This design comes from an exercise in tuning for small area and a short achievable clock period on the open sky130 flow, not from production work. The RTL was checked by simulation tests, not by an equivalence proof against the original design. Power and IR drop assume default switching activity.

==> design/flow/design.v <==
module sirv_gnrl_dffl # (
  parameter DW = 32
)(
  input lden,
  input [DW-1:0] dnxt,
  output [DW-1:0] qout,
  input clk
);
reg [DW-1:0] qout_r;
always @(posedge clk) begin: DFFL_PROC
  if (lden == 1'b1)
    qout_r <= dnxt;
end
assign qout = qout_r;
endmodule
module e203_exu_alu_dpath(
  input alu_req_alu,
  input alu_req_alu_add,
  input alu_req_alu_sub,
  input alu_req_alu_xor,
  input alu_req_alu_sll,
  input alu_req_alu_srl,
  input alu_req_alu_sra,
  input alu_req_alu_or,
  input alu_req_alu_and,
  input alu_req_alu_slt,
  input alu_req_alu_sltu,
  input alu_req_alu_lui,
  input [32-1:0] alu_req_alu_op1,
  input [32-1:0] alu_req_alu_op2,
  output [32-1:0] alu_req_alu_res,
  input bjp_req_alu,
  input [32-1:0] bjp_req_alu_op1,
  input [32-1:0] bjp_req_alu_op2,
  input bjp_req_alu_cmp_eq,
  input bjp_req_alu_cmp_ne,
  input bjp_req_alu_cmp_lt,
  input bjp_req_alu_cmp_gt,
  input bjp_req_alu_cmp_ltu,
  input bjp_req_alu_cmp_gtu,
  input bjp_req_alu_add,
  output bjp_req_alu_cmp_res,
  output [32-1:0] bjp_req_alu_add_res,
  input agu_req_alu,
  input [32-1:0] agu_req_alu_op1,
  input [32-1:0] agu_req_alu_op2,
  input agu_req_alu_swap,
  input agu_req_alu_add,
  input agu_req_alu_and,
  input agu_req_alu_or,
  input agu_req_alu_xor,
  input agu_req_alu_max,
  input agu_req_alu_min,
  input agu_req_alu_maxu,
  input agu_req_alu_minu,
  output [32-1:0] agu_req_alu_res,
  input agu_sbf_0_ena,
  input [32-1:0] agu_sbf_0_nxt,
  output [32-1:0] agu_sbf_0_r,
  input agu_sbf_1_ena,
  input [32-1:0] agu_sbf_1_nxt,
  output [32-1:0] agu_sbf_1_r,
  input clk,
  input rst_n
);
localparam W = 32;
wire alu = alu_req_alu;
wire bjp = bjp_req_alu;
wire agu = agu_req_alu;
wire op_sub = (alu & (alu_req_alu_sub | alu_req_alu_slt | alu_req_alu_sltu))
            | (bjp & ~bjp_req_alu_add)
            | (agu & (agu_req_alu_max | agu_req_alu_min | agu_req_alu_maxu | agu_req_alu_minu));
wire e_c = (alu & (alu_req_alu_add | alu_req_alu_sub | alu_req_alu_lui))
         | (bjp & bjp_req_alu_add)
         | (agu & (agu_req_alu_add | agu_req_alu_swap));
wire op_or  = (alu & alu_req_alu_or)  | (agu & agu_req_alu_or);
wire op_and = (alu & alu_req_alu_and) | (agu & agu_req_alu_and);
wire op_xor = (alu & alu_req_alu_xor) | (agu & agu_req_alu_xor);
wire e_g = op_or | op_and;
wire e_p = ~(e_c | op_or | op_xor);
wire op_unsigned = (alu & alu_req_alu_sltu)
                 | (bjp & (bjp_req_alu_cmp_ltu | bjp_req_alu_cmp_gtu))
                 | (agu & (agu_req_alu_maxu | agu_req_alu_minu));
wire op_slt  = alu & (alu_req_alu_slt | alu_req_alu_sltu);
wire op_maxs = agu & (agu_req_alu_max | agu_req_alu_maxu);
wire op_mins = agu & (agu_req_alu_min | agu_req_alu_minu);
wire a_alu = alu & ~alu_req_alu_lui;
wire a_agu = agu & ~agu_req_alu_swap;
wire [W-1:0] a = ({W{a_alu}} & alu_req_alu_op1) | ({W{bjp}} & bjp_req_alu_op1) | ({W{a_agu}} & agu_req_alu_op1);
wire [W-1:0] b = ({W{alu}} & alu_req_alu_op2) | ({W{bjp}} & bjp_req_alu_op2) | ({W{agu}} & agu_req_alu_op2);
wire [W-1:0] bx = b ^ {W{op_sub}};
wire [W-1:0] p  = a ^ bx;
wire [W-1:0] g  = a & bx;
wire [W-1:0] G0 = {g[W-1:1], g[0] | (p[0] & op_sub)};
wire [W-1:0] P0 = p;
wire [W-1:0] Gout;
wire pg_g0_1 = G0[1] | (P0[1] & G0[0]);
wire pg_g0_3 = G0[3] | (P0[3] & G0[2]);
wire pg_p0_3 = P0[3] & P0[2];
wire pg_g0_5 = G0[5] | (P0[5] & G0[4]);
wire pg_p0_5 = P0[5] & P0[4];
wire pg_g0_7 = G0[7] | (P0[7] & G0[6]);
wire pg_p0_7 = P0[7] & P0[6];
wire pg_g0_9 = G0[9] | (P0[9] & G0[8]);
wire pg_p0_9 = P0[9] & P0[8];
wire pg_g0_11 = G0[11] | (P0[11] & G0[10]);
wire pg_p0_11 = P0[11] & P0[10];
wire pg_g0_13 = G0[13] | (P0[13] & G0[12]);
wire pg_p0_13 = P0[13] & P0[12];
wire pg_g0_15 = G0[15] | (P0[15] & G0[14]);
wire pg_p0_15 = P0[15] & P0[14];
wire pg_g0_17 = G0[17] | (P0[17] & G0[16]);
wire pg_p0_17 = P0[17] & P0[16];
wire pg_g0_19 = G0[19] | (P0[19] & G0[18]);
wire pg_p0_19 = P0[19] & P0[18];
wire pg_g0_21 = G0[21] | (P0[21] & G0[20]);
wire pg_p0_21 = P0[21] & P0[20];
wire pg_g0_23 = G0[23] | (P0[23] & G0[22]);
wire pg_p0_23 = P0[23] & P0[22];
wire pg_g0_25 = G0[25] | (P0[25] & G0[24]);
wire pg_p0_25 = P0[25] & P0[24];
wire pg_g0_27 = G0[27] | (P0[27] & G0[26]);
wire pg_p0_27 = P0[27] & P0[26];
wire pg_g0_29 = G0[29] | (P0[29] & G0[28]);
wire pg_p0_29 = P0[29] & P0[28];
wire pg_g0_31 = G0[31] | (P0[31] & G0[30]);
wire pg_p0_31 = P0[31] & P0[30];
wire pg_g1_3 = pg_g0_3 | (pg_p0_3 & pg_g0_1);
wire pg_g1_7 = pg_g0_7 | (pg_p0_7 & pg_g0_5);
wire pg_p1_7 = pg_p0_7 & pg_p0_5;
wire pg_g1_11 = pg_g0_11 | (pg_p0_11 & pg_g0_9);
wire pg_p1_11 = pg_p0_11 & pg_p0_9;
wire pg_g1_15 = pg_g0_15 | (pg_p0_15 & pg_g0_13);
wire pg_p1_15 = pg_p0_15 & pg_p0_13;
wire pg_g1_19 = pg_g0_19 | (pg_p0_19 & pg_g0_17);
wire pg_p1_19 = pg_p0_19 & pg_p0_17;
wire pg_g1_23 = pg_g0_23 | (pg_p0_23 & pg_g0_21);
wire pg_p1_23 = pg_p0_23 & pg_p0_21;
wire pg_g1_27 = pg_g0_27 | (pg_p0_27 & pg_g0_25);
wire pg_p1_27 = pg_p0_27 & pg_p0_25;
wire pg_g1_31 = pg_g0_31 | (pg_p0_31 & pg_g0_29);
wire pg_p1_31 = pg_p0_31 & pg_p0_29;
wire pg_g2_7 = pg_g1_7 | (pg_p1_7 & pg_g1_3);
wire pg_g2_15 = pg_g1_15 | (pg_p1_15 & pg_g1_11);
wire pg_p2_15 = pg_p1_15 & pg_p1_11;
wire pg_g2_23 = pg_g1_23 | (pg_p1_23 & pg_g1_19);
wire pg_p2_23 = pg_p1_23 & pg_p1_19;
wire pg_g2_31 = pg_g1_31 | (pg_p1_31 & pg_g1_27);
wire pg_p2_31 = pg_p1_31 & pg_p1_27;
wire pg_g3_15 = pg_g2_15 | (pg_p2_15 & pg_g2_7);
wire pg_g3_31 = pg_g2_31 | (pg_p2_31 & pg_g2_23);
wire pg_p3_31 = pg_p2_31 & pg_p2_23;
wire pg_g4_31 = pg_g3_31 | (pg_p3_31 & pg_g3_15);
wire pg_g5_23 = pg_g2_23 | (pg_p2_23 & pg_g3_15);
wire pg_g6_11 = pg_g1_11 | (pg_p1_11 & pg_g2_7);
wire pg_g6_19 = pg_g1_19 | (pg_p1_19 & pg_g3_15);
wire pg_g6_27 = pg_g1_27 | (pg_p1_27 & pg_g5_23);
wire pg_g7_5 = pg_g0_5 | (pg_p0_5 & pg_g1_3);
wire pg_g7_9 = pg_g0_9 | (pg_p0_9 & pg_g2_7);
wire pg_g7_13 = pg_g0_13 | (pg_p0_13 & pg_g6_11);
wire pg_g7_17 = pg_g0_17 | (pg_p0_17 & pg_g3_15);
wire pg_g7_21 = pg_g0_21 | (pg_p0_21 & pg_g6_19);
wire pg_g7_25 = pg_g0_25 | (pg_p0_25 & pg_g5_23);
wire pg_g7_29 = pg_g0_29 | (pg_p0_29 & pg_g6_27);
wire pg_g8_2 = G0[2] | (P0[2] & pg_g0_1);
wire pg_g8_4 = G0[4] | (P0[4] & pg_g1_3);
wire pg_g8_6 = G0[6] | (P0[6] & pg_g7_5);
wire pg_g8_8 = G0[8] | (P0[8] & pg_g2_7);
wire pg_g8_10 = G0[10] | (P0[10] & pg_g7_9);
wire pg_g8_12 = G0[12] | (P0[12] & pg_g6_11);
wire pg_g8_14 = G0[14] | (P0[14] & pg_g7_13);
wire pg_g8_16 = G0[16] | (P0[16] & pg_g3_15);
wire pg_g8_18 = G0[18] | (P0[18] & pg_g7_17);
wire pg_g8_20 = G0[20] | (P0[20] & pg_g6_19);
wire pg_g8_22 = G0[22] | (P0[22] & pg_g7_21);
wire pg_g8_24 = G0[24] | (P0[24] & pg_g5_23);
wire pg_g8_26 = G0[26] | (P0[26] & pg_g7_25);
wire pg_g8_28 = G0[28] | (P0[28] & pg_g6_27);
wire pg_g8_30 = G0[30] | (P0[30] & pg_g7_29);
assign Gout[0] = G0[0];
assign Gout[1] = pg_g0_1;
assign Gout[2] = pg_g8_2;
assign Gout[3] = pg_g1_3;
assign Gout[4] = pg_g8_4;
assign Gout[5] = pg_g7_5;
assign Gout[6] = pg_g8_6;
assign Gout[7] = pg_g2_7;
assign Gout[8] = pg_g8_8;
assign Gout[9] = pg_g7_9;
assign Gout[10] = pg_g8_10;
assign Gout[11] = pg_g6_11;
assign Gout[12] = pg_g8_12;
assign Gout[13] = pg_g7_13;
assign Gout[14] = pg_g8_14;
assign Gout[15] = pg_g3_15;
assign Gout[16] = pg_g8_16;
assign Gout[17] = pg_g7_17;
assign Gout[18] = pg_g8_18;
assign Gout[19] = pg_g6_19;
assign Gout[20] = pg_g8_20;
assign Gout[21] = pg_g7_21;
assign Gout[22] = pg_g8_22;
assign Gout[23] = pg_g5_23;
assign Gout[24] = pg_g8_24;
assign Gout[25] = pg_g7_25;
assign Gout[26] = pg_g8_26;
assign Gout[27] = pg_g6_27;
assign Gout[28] = pg_g8_28;
assign Gout[29] = pg_g7_29;
assign Gout[30] = pg_g8_30;
assign Gout[31] = pg_g4_31;
wire [W:0] c = {Gout, op_sub};
wire [W-1:0] x = (c[W-1:0] & {W{e_c}}) | (g & {W{e_g}}) | (p & {W{e_p}});
wire [W-1:0] sum_res = p ^ x;
wire ult = ~c[W];
wire lt  = ult ^ (~op_unsigned & (a[W-1] ^ b[W-1]));
wire eq  = &p;
assign bjp_req_alu_cmp_res = (bjp_req_alu_cmp_eq & eq)
                           | (bjp_req_alu_cmp_ne & ~eq)
                           | ((bjp_req_alu_cmp_lt | bjp_req_alu_cmp_ltu) & lt)
                           | ((bjp_req_alu_cmp_gt | bjp_req_alu_cmp_gtu) & ~lt);
wire sel_a = (op_maxs & ~lt) | (op_mins & lt);
wire sel_b = (op_maxs & lt) | (op_mins & ~lt);
wire [W-1:0] mm_res = (a & {W{sel_a}}) | (b & {W{sel_b}});
wire [4:0] sh = alu_req_alu_op2[4:0];
e203_alu_shifter u_sh(.alu(alu), .sll(alu_req_alu_sll), .srl(alu_req_alu_srl), .sra(alu_req_alu_sra),
                      .a(alu_req_alu_op1), .sh(sh), .base(sum_res | {{W-1{1'b0}}, op_slt & lt}),
                      .res(alu_req_alu_res));
assign agu_req_alu_res     = sum_res | mm_res;
assign bjp_req_alu_add_res = sum_res;
sirv_gnrl_dffl #(W) sbf_0_dffl(agu_sbf_0_ena, agu_sbf_0_nxt, agu_sbf_0_r, clk);
sirv_gnrl_dffl #(W) sbf_1_dffl(agu_sbf_1_ena, agu_sbf_1_nxt, agu_sbf_1_r, clk);
endmodule
module e203_alu_shifter(
  input alu, input sll, input srl, input sra,
  input [31:0] a, input [4:0] sh,
  input [31:0] base,
  output [31:0] res
);
localparam W = 32;
genvar lv, i;
wire op_left  = alu & sll;
wire op_right = alu & (srl | sra);
wire op_shift = op_left | op_right;
wire fill = alu & sra & a[W-1];
wire [W-1:0] st [0:5];
assign st[0] = a;
generate
  for (lv = 0; lv < 5; lv = lv + 1) begin : g_st
    localparam integer K = 1 << lv;
    localparam INV = lv & 1;             
    wire l = op_left & sh[lv];
    wire r = op_right & sh[lv];
    wire n = ~sh[lv];
    wire f = INV ? ~fill : fill;         
    for (i = 0; i < W; i = i + 1) begin : g_b
      wire from_r = (i + K < W) ? st[lv][i+K] : f;
      if (i >= K) begin : g_mid
        e203_aoi222 u(.a0(l), .b0(st[lv][i-K]), .a1(r), .b1(from_r), .a2(n), .b2(st[lv][i]), .y(st[lv+1][i]));
      end else if (INV) begin : g_lo_inv
        e203_aoi221 u(.a0(r), .b0(from_r), .a1(n), .b1(st[lv][i]), .c(l), .y(st[lv+1][i]));
      end else begin : g_lo
        e203_aoi22 u(.a0(r), .b0(from_r), .a1(n), .b1(st[lv][i]), .y(st[lv+1][i]));
      end
    end
  end
endgenerate
assign res = base | ({W{op_shift}} & ~st[5]);
endmodule
module e203_aoi222(input a0, input b0, input a1, input b1, input a2, input b2, output y);
assign y = ~((a0 & b0) | (a1 & b1) | (a2 & b2));
endmodule
module e203_aoi221(input a0, input b0, input a1, input b1, input c, output y);
assign y = ~((a0 & b0) | (a1 & b1) | c);
endmodule
module e203_aoi22(input a0, input b0, input a1, input b1, output y);
assign y = ~((a0 & b0) | (a1 & b1));
endmodule
==> design/flow/flow/run.sh <==
#!/bin/bash
# Layout flow: the standard flow (standard.sh) with these changes:
#  - synthesis is the standard script (synth_recipe.tcl: same passes, then
#    flatten and renames) except for the ABC mapping scripts (see synth.tcl);
#  - every port gets a buffer, as standard, but the plain buf_1 rather than
#    the delay cell buffer_ports picks by default;
#  - extra make variables for the layout steps, if flow/make_args.txt exists
#    (e.g. letting timing repair resize cells across footprints);
#  - clock tree options from flow/cts_args.txt, if it exists.
set -euo pipefail
HERE=$(pwd)
export BUFFER_PORTS_ARGS="-buffer_cell sky130_fd_sc_hd__buf_1"
export MY_ABC_SCRIPT="$HERE/flow/abc.script"
if [[ -f "$HERE/flow/abc_sh.script" ]]; then
  # modules kept apart until the end of synthesis and mapped with abc_sh.script
  export MY_ABC_SCRIPT_SH="$HERE/flow/abc_sh.script"
  export SYNTH_KEEP_MODULES="$(cat "$HERE/flow/keep_modules.txt")"
fi
make -C "$FLOW_HOME" DESIGN_CONFIG="$HERE/config.mk" WORK_HOME="$HERE/orfs" CLKGATE_MAP_FILE= \
  SYNTH_SCRIPT="$HERE/flow/synth.tcl" synth > "$HERE/synth_make.log" 2>&1
unset SYNTH_KEEP_MODULES MY_ABC_SCRIPT MY_ABC_SCRIPT_SH
# clock tree options, if flow/cts_args.txt exists (replaces ORFS's defaults)
if [[ -f "$HERE/flow/cts_args.txt" ]]; then
  export CTS_ARGS="$(cat "$HERE/flow/cts_args.txt")"
fi
EXTRA=()
if [[ -f "$HERE/flow/make_args.txt" ]]; then
  read -r -a EXTRA < "$HERE/flow/make_args.txt"
fi
bash standard.sh "${EXTRA[@]}" finish > "$HERE/standard_flow.log" 2>&1
==> design/flow/flow/abc.script <==
strash
dch -f
map
topo
buffer
upsize
dnsize
==> design/flow/flow/abc_sh.script <==
strash
&get -n
&fraig -x
&put
scorr
dc2
strash
&get -n
&dch -f
&nf -R 1000
&put
==> design/flow/flow/cts_args.txt <==
-sink_clustering_enable -repair_clock_nets -buf_list sky130_fd_sc_hd__clkbuf_4 -dont_use_dummy_load
==> design/flow/flow/keep_modules.txt <==
e203_alu_shifter e203_aoi222 e203_aoi221 e203_aoi22
==> design/flow/flow/make_args.txt <==
MATCH_CELL_FOOTPRINT=0
==> design/flow/flow/synth.tcl <==
# synth_recipe.tcl, with ABC's mapping script replaced: flow/abc.script for the
# top module and, when the design keeps a shifter module apart
# (SYNTH_KEEP_MODULES), flow/abc_sh.script for that module. Everything is
# flattened at the end exactly as synth_recipe.tcl does.
proc synth {args} { yosys synth -nofsm -noshare {*}$args }
proc abc {args} {
  set i [lsearch -exact $args -script]
  set top $args
  lset top [expr {$i + 1}] $::env(MY_ABC_SCRIPT)
  if {[info exists ::env(MY_ABC_SCRIPT_SH)] && [info exists ::env(SYNTH_KEEP_MODULES)]} {
    set sh $args
    lset sh [expr {$i + 1}] $::env(MY_ABC_SCRIPT_SH)
    foreach m $::env(SYNTH_KEEP_MODULES) { yosys abc {*}$sh $m }
    yosys abc {*}$top $::env(DESIGN_NAME)
  } else {
    yosys abc {*}$top
  }
}
source $::env(SCRIPTS_DIR)/synth.tcl
# left out here: clear keep_hierarchy, flatten, clean up, hide names made inside functions, write 1_2_yosys.v
==> design/flow/standard.sh <==
#!/bin/bash
# synth_recipe.tcl (not shown) runs the flow's synth.tcl, then flattens the netlist and writes it again
# the make line also repeats each setting of config.mk as NAME=value (left out here)
make -C /OpenROAD-flow-scripts/flow DESIGN_CONFIG=/design/flow/config.mk WORK_HOME=/design/flow/orfs CLKGATE_MAP_FILE= SYNTH_SCRIPT=/design/flow/synth_recipe.tcl "${@:-finish}"
==> design/flow/config.mk <==
export PLATFORM = sky130hd
export DESIGN_NAME = e203_exu_alu_dpath
export DESIGN_NICKNAME = e203_exu_alu_dpath
export VERILOG_FILES = /design/flow/design.v
export SDC_FILE = /design/flow/constraint.sdc
export NUM_CORES = 4
export LEC_CHECK = 0
export CAP_MARGIN = 20
export CORE_MARGIN = 2
export CORE_UTILIZATION = 40
export CTS_BUF_LIST = sky130_fd_sc_hd__clkbuf_4
export SETUP_SLACK_MARGIN = 1.3
export SLEW_MARGIN = 20
==> design/flow/constraint.sdc <==
create_clock -name core_clock -period 8.5 [get_ports {clk}]
set_input_delay 1.7000 -clock core_clock [delete_from_list [all_inputs] [get_ports {clk}]]
set_output_delay 1.7000 -clock core_clock [all_outputs]
set_load 0.01 [all_outputs]
==> flow_summary.ini <==
[place]
hpwl_um = 31350
dpl.cell_count = 1696
dpl_cell_area_um2 = 9863
gp_congestion = 1.021
pre_cts_slack_ns = 0.7511
port-buffer-count = 449

[grt]
grt_pass1_vias = 9427
grt.total_usage = 0.3581
grt_pass1_wl_um = 55430
overflow = 0
antenna_found_initial = 1
grt_max_degree = 67

[logic_synthesis]
yosysSeqAreaShare = 0.2469
ys_ff_latch = 64
ys_warn_count = 2
synth_edf_count = 64
synth_area_per_cell_um2 = 7.822
synthCells = 995
syn_nets = 1317
async_reset_ff_frac = 0
ys.flop_type = edfxtp_1
synth_area_um2 = 7782
ys_types = 50

[pwr]
leakage_nw = 3.818
p_int_mw = 0.8327
seq_power_share = 0.218
p_sw_frac = 0.5238
power_frac_comb = 0.702
p_sw_mw = 0.9160
peakVddDrop_mv = 0.1349
power_density_nw_per_um2 = 171.0
p_clk_frac = 0.080

[detailed_routing]
wl_met2_um = 18470
via_per_inst = 6.258
drt_iter0_drc = 1789
drt-total-wl_um = 39710
ant_nets = 0
drc = 0
wl_met3_um = 4459
wire_per_inst_um = 23.09
firstDrtPassIters = 17
m1WireLength_um = 14470
via_count = 10764
topRoutingLayerUsed = met4

[layout]
layout_common_cells = buf_1 (446), nand2_1 (230), a222oi_1 (129)
final_common_cell = buf_1
final_area_um2 = 10230
n_fill_cell = 2006
drive_above_1_share = 0.05983
areaGrowthSynthToFinish_pct = 31.40
layout.nets = 1778
fin_cells = 1720

[job]
drv_cap = 0

[worst_setup_path]
max_stage_delay_ns = 0.84
critical_path_class = in -> out
cpMostUsedCell = a222oi_1
crit_fanout = 32
startpoint_type = input pin
slowest_stage = a222oi_1
startpoint = alu_req_alu_op2[0]
cp-end-kind = primary output
worstPathArrival_ns = 5.33
path_cells = buf_1, clkinv_1, a222oi_1, a222oi_1, a222oi_1, a222oi_1, a222oi_1, o21bai_1, buf_1
critPathRequiredTime_ns = 6.80
crit_path_end = alu_req_alu_res[25]

[sta]
period_needed_ns = 7.031
fin_ws_ns = 1.469
finalMaxSlewViolations = 0
fmaxAchievable_ghz = 0.1422
setup-tns-final_ns = 0
relSlewSlack = 0.2437
rsz0062_at_grt = no
worstMarginPinSlew_ns = 1.134
finalCritPeriodShare = 0.8272
finalSetupViolCount = 0
final_hold_viol_count = 0

[clock_network]
cts.clk_slew.worst_paths_ns = 0.12
cts_max_level = 3
cts_sinks = 64
cts_root_buf = clkbuf_4
cts_buffer_depth = 2
cts_made_buffers = 9
cts_tree = yes

[die]
start_util = 0.4038
die_x_um = 143.5
core_um2 = 19270
die-area_um2 = 20590
chipHeight_um = 143.5
io_pins = 451
fp-row-count = 51

[min_path]
hold_path_class = in -> reg

[status]
status = no timing/DRC/antenna violations
[layout make-up]
cell class	count	area, µm²	area share
multi-input cells	826	5602	0.5478
clock buffers	9	67.56	0.006607
flip-flops and latches	64	1922	0.1879
diodes	1	2.502	0.0002447
repair buffers	489	2049	0.2004
inverters	66	251.5	0.02459
well taps	265	331.6	0.03242
[sequential cells by signal, indices dropped and copies added (netlist names)]
name	count
sbf_1_dffl.qout_r	32
sbf_0_dffl.qout_r	32
[per-module statistics from Yosys, one instance, submodules excluded]
module	flops+latches	cell area, µm²	cells inside	copies in the design
e203_aoi222	0	10.01	1	129
e203_alu_shifter	0	342.8	51	1
e203_aoi22	0	7.507	1	21
e203_exu_alu_dpath	64	5903	784	1
e203_aoi221	0	8.758	1	10
[kinds of logic after synthesis]
group | count (synthesis) | share of synthesized area
AND/OR/NAND/NOR | 367 | 0.2032
adder cells (fa/ha/maj) | 32 | 0.05145
flip-flops | 64 | 0.2469
AO/OA/AOI/OAI | 384 | 0.3963
XOR/XNOR | 40 | 0.04502
multiplexers | 2 | 0.002572
buffers and inverters | 106 | 0.05450
[synthesized netlist by cell type, types with 4 or more instances]
cell type	count	area, µm²
and2_0	6	37.54
o21ai_0	34	170.2
o22ai_1	6	37.54
nand3_1	68	340.3
inv_1	59	221.5
a22oi_1	96	720.7
a222oi_1	129	1291
a21oi_1	37	185.2
o21bai_1	36	270.3
o2111ai_1	6	52.55
nand4_1	11	68.82
a221oi_1	11	96.34
clkbuf_1	27	101.4
and3_1	6	37.54
edfxtp_1	64	1922
ha_1	32	400.4
nand2_1	231	867.1
nor2_1	21	78.83
nor3_1	12	60.06
buf_2	6	30.03
nand3b_1	5	37.54
xor2_1	39	341.6
clkinv_1	7	26.28
o211ai_1	4	30.03
[power by group through the flow]
stage,sequential (mW),clock [mW],combinational [mW]
finish,0.381,0.140,1.23
global route,0.384,0.155,1.32
CTS,0.382,0.145,1.19
detailed placement,0.389,0,1.16
global placement,0.387,0,1.16
floorplan,0.402,0,0.690
[per-stage QoR]
step | hold WS [ns] | util | total power [mW]
floorplan | 1.799 | - | 1.093
global placement | 1.867 | 0.5118 | 1.542
detailed placement | 1.871 | 0.5118 | 1.550
CTS | 1.425 | 0.5238 | 1.713
global route | 1.419 | 0.5306 | 1.858
finish | 1.455 | 0.5306 | 1.749
[worst min path at each step]
stage                            from                     to  slack (ns)  cells after the start
global placement    agu_sbf_1_nxt[31]  sbf_1_dffl.qout_r[31]        1.87                      1
detailed placement   agu_sbf_1_nxt[0]   sbf_1_dffl.qout_r[0]        1.87                      1
CTS                 agu_sbf_0_nxt[10]  sbf_0_dffl.qout_r[10]        1.42                      1
finish              agu_sbf_0_nxt[12]  sbf_0_dffl.qout_r[12]        1.45                      1
global route        agu_sbf_0_nxt[13]  sbf_0_dffl.qout_r[13]        1.42                      1
floorplan            agu_sbf_0_nxt[0]   sbf_0_dffl.qout_r[0]        1.80                      0
[what timing repair did]
item	in CTS	in global routing
setup buffers	9	4
setup endpoints to repair	62	62
pin swaps	5	2
gates resized for setup	15	25
cloned	1	0
hold buffers	0	0
[worst max-delay path: cells and delay by family]
kind | cells | cell delay [ns]
buf+inv | 3 | 0.95
compound gates | 6 | 2.66
[routing by layer]
metal  vias up  global-route usage
li1       4972                   -
met5         -                   0
met4         0              0.1940
met2       743              0.5935
met3       116             0.08097
met1      4933              0.4313

static timing again, ports no longer ideal:
Ports are ideal in the flow. The routed layout listed here was re-timed in OpenROAD.
Step 1 sets driving cells, clkbuf_16 on the clock port and buf_2 on the other inputs (assumed; they add their load-dependent delay and slew).
Step 2 also shifts input and output timing later by t, the mid clock arrival at the registers, as if the neighbouring blocks saw the same clock.
Three values: no drivers, after step 1, after step 2; two values: the first two.
t (ns): 0.413
setup WS [ns]: 1.469 / 1.446 / 1.446
worst setup path after step 2: input to output
slew at the worst register clock pin (ns): 0.12 / 0.12
After both steps setup and hold are still met in this run. For this run, drivers alone change the setup slack by -0.023 ns; drivers and shift together by -0.023 ns.
